This is an optimization exercise on Yosys and OpenROAD, whose aim is small area and a short achievable clock period, not a production implementation. At most, simulation tests tie the RTL to the original design; equivalence was not proved. Power figures rest on the tool's default switching activity, not on a simulated workload.

## run A
// neuron
module neuron(
    input  logic clk,
    input  logic rst_n,
    input  logic signed [7:0] x,
    input  logic signed [7:0] w,
    input  logic signed [7:0] bias,
    output logic signed [17:0] y
);
clock: 6.0 ns
lec_check: 0
abc_area: 1
cap_margin: 20
core_margin: 2
core_utilization: 50
setup_slack_margin: 3.75
slew_margin: 20
standard.sh (not shown) runs the stock make flow with config.mk's settings and CLKGATE_MAP_FILE= SYNTH_SCRIPT=/design/flow/synth_recipe.tcl, a recipe that flattens the netlist after the stock synthesis.
==> flow/flow/run.sh <==
#!/bin/bash
# Standard ORFS layout, except that the port buffers are the smallest
# plain buffer (buffer_ports picks a slow delay cell by default) and the
# clock tree uses fewer, larger sink clusters and no dummy loads.
# Each step's full output goes to a log file in the work folder.
set -euo pipefail
export BUFFER_PORTS_ARGS="-buffer_cell sky130_fd_sc_hd__buf_1"
export CTS_ARGS="-sink_clustering_enable -repair_clock_nets -sink_clustering_size 30 -sink_clustering_max_diameter 200 -buf_list {sky130_fd_sc_hd__clkbuf_4 sky130_fd_sc_hd__clkbuf_8} -dont_use_dummy_load"
bash standard.sh synth > synth.log 2>&1
bash standard.sh > layout.log 2>&1
Run A finished every step from synthesis to the final layout, and the layout passed the timing, design-rule and antenna checks.
> inputs changed (run A -> run B)
- SETUP_SLACK_MARGIN: 3.75 -> 3.85
- CORE_UTILIZATION: 50 -> 40
==> run summary <==
Each of the runs, namely run B and run A, reached the end of the flow and came out clean. Reported for run B and run A, deepest level of the CTS H-tree turned out identical to the last digit. [compare] base=run A new=run B: pin slew with the least headroom to its limit moved down, worst hold margin moved up, via total after detailed routing moved down, die area moved up, depth of the critical timing path with buffers and inverters included moved down. Between run A and run B, the number of antenna violations at the first check in global routing does not differ in any meaningful way. Routed wire length down 190 um in run B wrt run A. Summary of run B over run A: top achievable clock speed barely changed; number of placement rows climbed 5; setup slack dropped 0.0062 ns.

========
Another version of the RTL of neuron (not shown whole).
Size in the first run: about 580 cells after synthesis, about 140 flip-flops, roughly 44 I/O pins, about 6500 µm² of cells after synthesis.
clock: 6.0 ns
lec_check: 0
cap_margin: 20
core_margin: 2
core_utilization: 40
cts_buf_list: sky130_fd_sc_hd__clkbuf_4 sky130_fd_sc_hd__clkbuf_8
cts_cluster_diameter: 100
cts_cluster_size: 30
setup_slack_margin: 3.4
slew_margin: 20
==> flow/flow/run.sh <==
#!/bin/bash
# Standard ORFS layout, except that the port buffers are the smallest
# plain buffer (buffer_ports picks a slow delay cell by default).
# Each step's full output goes to a log file in the work folder.
set -euo pipefail
export BUFFER_PORTS_ARGS="-buffer_cell sky130_fd_sc_hd__buf_1"
bash standard.sh synth > synth.log 2>&1
bash standard.sh > layout.log 2>&1
The starting point finished with timing, DRC and antenna clean.
Edit:
==> flow/run.sh (new file) <==
#!/bin/bash
# synth_recipe.tcl (not shown) runs the flow's synth.tcl, then flattens the netlist and writes it again
# the make line also repeats each setting of config.mk as NAME=value (left out here)
make -C /OpenROAD-flow-scripts/flow DESIGN_CONFIG=/design/flow/config.mk WORK_HOME=/design/flow/orfs CLKGATE_MAP_FILE= SYNTH_SCRIPT=/design/flow/synth_recipe.tcl finish
Settings changed: CTS_BUF_LIST sky130_fd_sc_hd__clkbuf_4 sky130_fd_sc_hd__clkbuf_8 to not set, CTS_CLUSTER_DIAMETER 100 to not set, CTS_CLUSTER_SIZE 30 to not set, SETUP_SLACK_MARGIN 3.4 to 3.3.
removed: flow/flow/run.sh
removed: flow/standard.sh
=> Flip-flop and latch count is unchanged; routed wire length came out higher by 1.7%; sequential share of layout area came out lower by 2.5 points; first-iteration DRC count came out lower by 5.3%; synthesized area is unchanged.
Edit:
==> flow/flow/run.sh (new file) <==
#!/bin/bash
# Standard ORFS layout, except that the port buffers are the smallest
# plain buffer (buffer_ports picks a slow delay cell by default).
# Each step's full output goes to a log file in the work folder.
set -euo pipefail
export BUFFER_PORTS_ARGS="-buffer_cell sky130_fd_sc_hd__buf_1"
bash standard.sh synth > synth.log 2>&1
bash standard.sh > layout.log 2>&1
==> flow/standard.sh (new file) <==
#!/bin/bash
# synth_recipe.tcl (not shown) runs the flow's synth.tcl, then flattens the netlist and writes it again
# the make line also repeats each setting of config.mk as NAME=value (left out here)
make -C /OpenROAD-flow-scripts/flow DESIGN_CONFIG=/design/flow/config.mk WORK_HOME=/design/flow/orfs CLKGATE_MAP_FILE= SYNTH_SCRIPT=/design/flow/synth_recipe.tcl "${@:-finish}"
Settings changed: CTS_BUF_LIST set to sky130_fd_sc_hd__clkbuf_4 sky130_fd_sc_hd__clkbuf_8, CTS_CLUSTER_DIAMETER set to 100, CTS_CLUSTER_SIZE set to 30, SETUP_SLACK_MARGIN 3.3 to 3.6.
removed: flow/run.sh
Result: The new run finished clean. Final area goes down by a few percent. Clock skew goes up by 7.1 ps. Non-clock buffer count rises by 5. Wire length rises slightly. Via count came out higher slightly. Synthesized area stays the same. Flip-flop and latch count stays the same. First-iteration DRC count stays the same. Power goes up slightly. Die area is unchanged.
Edit:
==> flow/flow/run.sh (replaced) <==
#!/bin/bash
# Standard ORFS layout, except that the port buffers are the smallest
# plain buffer (buffer_ports picks a slow delay cell by default) and the
# clock tree uses fewer, larger sink clusters and no dummy loads.
# Each step's full output goes to a log file in the work folder.
set -euo pipefail
export BUFFER_PORTS_ARGS="-buffer_cell sky130_fd_sc_hd__buf_1"
export CTS_ARGS="-sink_clustering_enable -repair_clock_nets -sink_clustering_size 30 -sink_clustering_max_diameter 200 -buf_list {sky130_fd_sc_hd__clkbuf_4 sky130_fd_sc_hd__clkbuf_8} -dont_use_dummy_load"
bash standard.sh synth > synth.log 2>&1
bash standard.sh > layout.log 2>&1
Settings changed: CTS_BUF_LIST sky130_fd_sc_hd__clkbuf_4 sky130_fd_sc_hd__clkbuf_8 to not set, CTS_CLUSTER_DIAMETER 100 to not set, CTS_CLUSTER_SIZE 30 to not set, SETUP_SLACK_MARGIN 3.6 to 3.8.
What happened:
- design area rises by 2.9%
- total power came out higher by 3.2%
- hold slack degrades by 5.3 ps
- sequential power is about the same
- wire length climbs by 4.8%
- maximum frequency rises by 2.5%
- global-route usage rose by 0.49 points
- count of clock-buffer cells in the layout is lower by 3
- cell count increases by 1.5%
- via count goes up by 3.3%
- synthesized area stays the same
Edit:
Settings changed: ABC_AREA set to 1, SETUP_SLACK_MARGIN 3.8 to 3.75.
=>
- count of clock-buffer cells in the layout stays the same
- combinational power falls by about 19%
- routed wire length falls by 1.8%
- design area falls by 5.2%
- power falls by about 12%
- via count rises by 6.0%
Function was not checked in any run of this note: the RTL went through the layout flow alone.

========
## sierra
RTL: one of the versions met above, not the one the previous note started from.
Size: ~0.0064 sq mm of cells after synthesis.
export LEC_CHECK = 0
export ABC_AREA = 1
export CAP_MARGIN = 20
export CORE_MARGIN = 2
export CORE_UTILIZATION = 50
export SETUP_SLACK_MARGIN = 3.8
export SLEW_MARGIN = 20
create_clock -name core_clock -period 6.0 [get_ports {clk}]
==> flow/flow/run.sh <==
#!/bin/bash
# Standard ORFS layout, except that the port buffers are the smallest
# plain buffer (buffer_ports picks a slow delay cell by default) and the
# clock tree uses fewer, larger sink clusters and no dummy loads.
# Each step's full output goes to a log file in the work folder.
set -euo pipefail
export BUFFER_PORTS_ARGS="-buffer_cell sky130_fd_sc_hd__buf_1"
export CTS_ARGS="-sink_clustering_enable -repair_clock_nets -sink_clustering_size 30 -sink_clustering_max_diameter 200 -buf_list {sky130_fd_sc_hd__clkbuf_4 sky130_fd_sc_hd__clkbuf_8} -dont_use_dummy_load"
bash standard.sh synth > synth.log 2>&1
bash standard.sh > layout.log 2>&1
sierra ended with every stage complete and zero timing, DRC or antenna violations.
Here is what was changed in the inputs of zinc compared with sierra.
diff --git a/flow/config.mk b/flow/config.mk
--- a/flow/config.mk
+++ b/flow/config.mk
@@ -7,7 +7,6 @@
 export LEC_CHECK = 0
-export ABC_AREA = 1
 export CAP_MARGIN = 20
 export CORE_MARGIN = 2
-export CORE_UTILIZATION = 50
-export SETUP_SLACK_MARGIN = 3.8
+export CORE_UTILIZATION = 40
+export SETUP_SLACK_MARGIN = 3.45
 export SLEW_MARGIN = 20
## What came out
- Taking sierra as the reference, in zinc area taken by flip-flops and latches closely matched the old numbers, post-route core utilization lower, number of stages on the worst setup path increased by 7 relative to the old numbers.
- [zinc] worst endpoint data arrival time rose 1.85 ns relative to sierra
- Relative to sierra, via count decreased by about 2% in zinc.
- zinc vs. sierra: count of filler cells inserted in the layout rose by 31%; inserted tap cell count rose by 44.
Here is what was changed in the inputs of delta compared with zinc.
diff --git a/flow/config.mk b/flow/config.mk
--- a/flow/config.mk
+++ b/flow/config.mk
@@ -7,6 +7,7 @@
 export LEC_CHECK = 0
+export ABC_AREA = 1
 export CAP_MARGIN = 20
 export CORE_MARGIN = 2
-export CORE_UTILIZATION = 40
-export SETUP_SLACK_MARGIN = 3.45
+export CORE_UTILIZATION = 60
+export SETUP_SLACK_MARGIN = 3.75
 export SLEW_MARGIN = 20
Notes after the runs:
- In summary, zinc completed successfully, with a layout that passed the timing, design-rule and antenna checks.
- delta finished every stage and its layout cleared the timing, design-rule and antenna checks.
- Changes observed in delta relative to zinc: time the final worst path needs with I/O delays and setup decreased by 0.29 ns relative to the old numbers; multiplexer fraction of the synthesized cell area decreased by 0.33 points relative to the old numbers.
- delta: total global-route track usage 5.8 points above zinc
Input changes introduced in raven (baseline for comparison: delta):
diff --git a/flow/config.mk b/flow/config.mk
--- a/flow/config.mk
+++ b/flow/config.mk
@@ -10,4 +10,4 @@
 export CORE_MARGIN = 2
-export CORE_UTILIZATION = 60
-export SETUP_SLACK_MARGIN = 3.75
+export CORE_UTILIZATION = 40
+export SETUP_SLACK_MARGIN = 3.6
 export SLEW_MARGIN = 20
### Flow results
- In the tables for delta and raven, number of cells after detailed placement reads lower with delta.
- Compared to delta, raven has post-layout minimum cycle time 0.096 ns higher.
- raven against delta: signed area change from the synthesized netlist to the final layout rose 1.2 points; final wirelength rose by about 1.7%.
- Worst-case vdd ir drop for raven: about 34% down relative to delta
- raven against delta: register area share after synthesis saw little to no change; worst hold slack across all endpoints went up; clock buffer count in the final layout essentially unchanged.
- Between raven and delta, the clock-cell share of area figures differ only marginally.
> inputs changed (raven -> willow)
diff --git a/flow/flow/run.sh b/flow/flow/run.sh
--- a/flow/flow/run.sh
+++ b/flow/flow/run.sh
@@ -7,3 +7,3 @@
 export BUFFER_PORTS_ARGS="-buffer_cell sky130_fd_sc_hd__buf_1"
-export CTS_ARGS="-sink_clustering_enable -repair_clock_nets -sink_clustering_size 30 -sink_clustering_max_diameter 200 -buf_list {sky130_fd_sc_hd__clkbuf_4 sky130_fd_sc_hd__clkbuf_8} -dont_use_dummy_load"
+export CTS_ARGS="-sink_clustering_enable -repair_clock_nets -sink_clustering_size 30 -sink_clustering_max_diameter 200 -buf_list {sky130_fd_sc_hd__clkbuf_4} -dont_use_dummy_load"
 bash standard.sh synth > synth.log 2>&1
diff --git a/flow/config.mk b/flow/config.mk
--- a/flow/config.mk
+++ b/flow/config.mk
@@ -10,4 +10,4 @@
 export CORE_MARGIN = 2
-export CORE_UTILIZATION = 40
-export SETUP_SLACK_MARGIN = 3.6
+export CORE_UTILIZATION = 50
+export SETUP_SLACK_MARGIN = 3.75
 export SLEW_MARGIN = 20
## What came out
As far as count of plain and timing-repair buffers in the layout goes, willow and raven are indistinguishable; the numbers are identical.
Smallest setup slack after layout was higher in the run labelled raven.
willow vs. raven: total power after layout -86 uW; clock network fraction of total power has decreased.
Going from raven to willow, via count of the first global-routing pass moved down, area added between synthesis and finish moved down, final cell count without fillers moved down.
Between raven and willow, the combinational share of power is lower for raven.
Sum of net half-perimeters after detailed placement in willow is 160 microns above raven.

[separate check: timing with driven ports]
In the flow no input, the clock included, has a driving cell. The finished layouts below were timed again as built, in two steps.
Step 1, drivers: a clkbuf_16 drives clk and a buf_2 each remaining input, both assumed.
Step 2, shift: input delay + t, output delay - t, t = (earliest + latest rising clock arrival at the registers) / 2. This alone moves slack from input paths to output paths.
Three values: ideal, step 1, step 2; two values: the first two.
run | shift t [ns] | setup slack, ns | worst register clock-pin slew, ns | worst data-port slew with drivers (ns)
run A | 0.447 | 3.873 / 3.859 / 3.634 | 0.08 / 0.08 | 0.04
run B | 0.457 | 3.867 / 3.832 / 3.645 | 0.08 / 0.08 | 0.03
the first run of note 2 | 0.481 | 3.452 / 3.462 / 2.981 | 0.09 / 0.09 | 0.03
the second run of note 2 | 0.452 | 3.340 / 3.354 / 2.902 | 0.06 / 0.06 | 0.03
the third run of note 2 | 0.467 | 3.501 / 3.511 / 3.044 | 0.09 / 0.09 | 0.04
the fourth run of note 2 | 0.462 | 3.563 / 3.563 / 3.102 | 0.07 / 0.07 | 0.05
the fifth run of note 2 | 0.458 | 3.851 / 3.849 / 3.403 | 0.07 / 0.07 | 0.03
sierra | 0.459 | 3.861 / 3.828 / 3.636 | 0.07 / 0.07 | 0.05
zinc | 0.461 | 3.563 / 3.575 / 3.114 | 0.08 / 0.08 | 0.04
delta | 0.445 | 3.852 / 3.852 / 3.640 | 0.08 / 0.08 | 0.04
raven | 0.456 | 3.756 / 3.756 / 3.579 | 0.08 / 0.08 | 0.05
willow | 0.556 | 3.747 / 3.715 / 3.643 | 0.12 / 0.12 | 0.04
After both steps setup and hold are still met in every run listed. For the first run of note 2, which loses most, drivers alone change the setup slack by +0.010 ns; drivers and shift together by -0.471 ns.
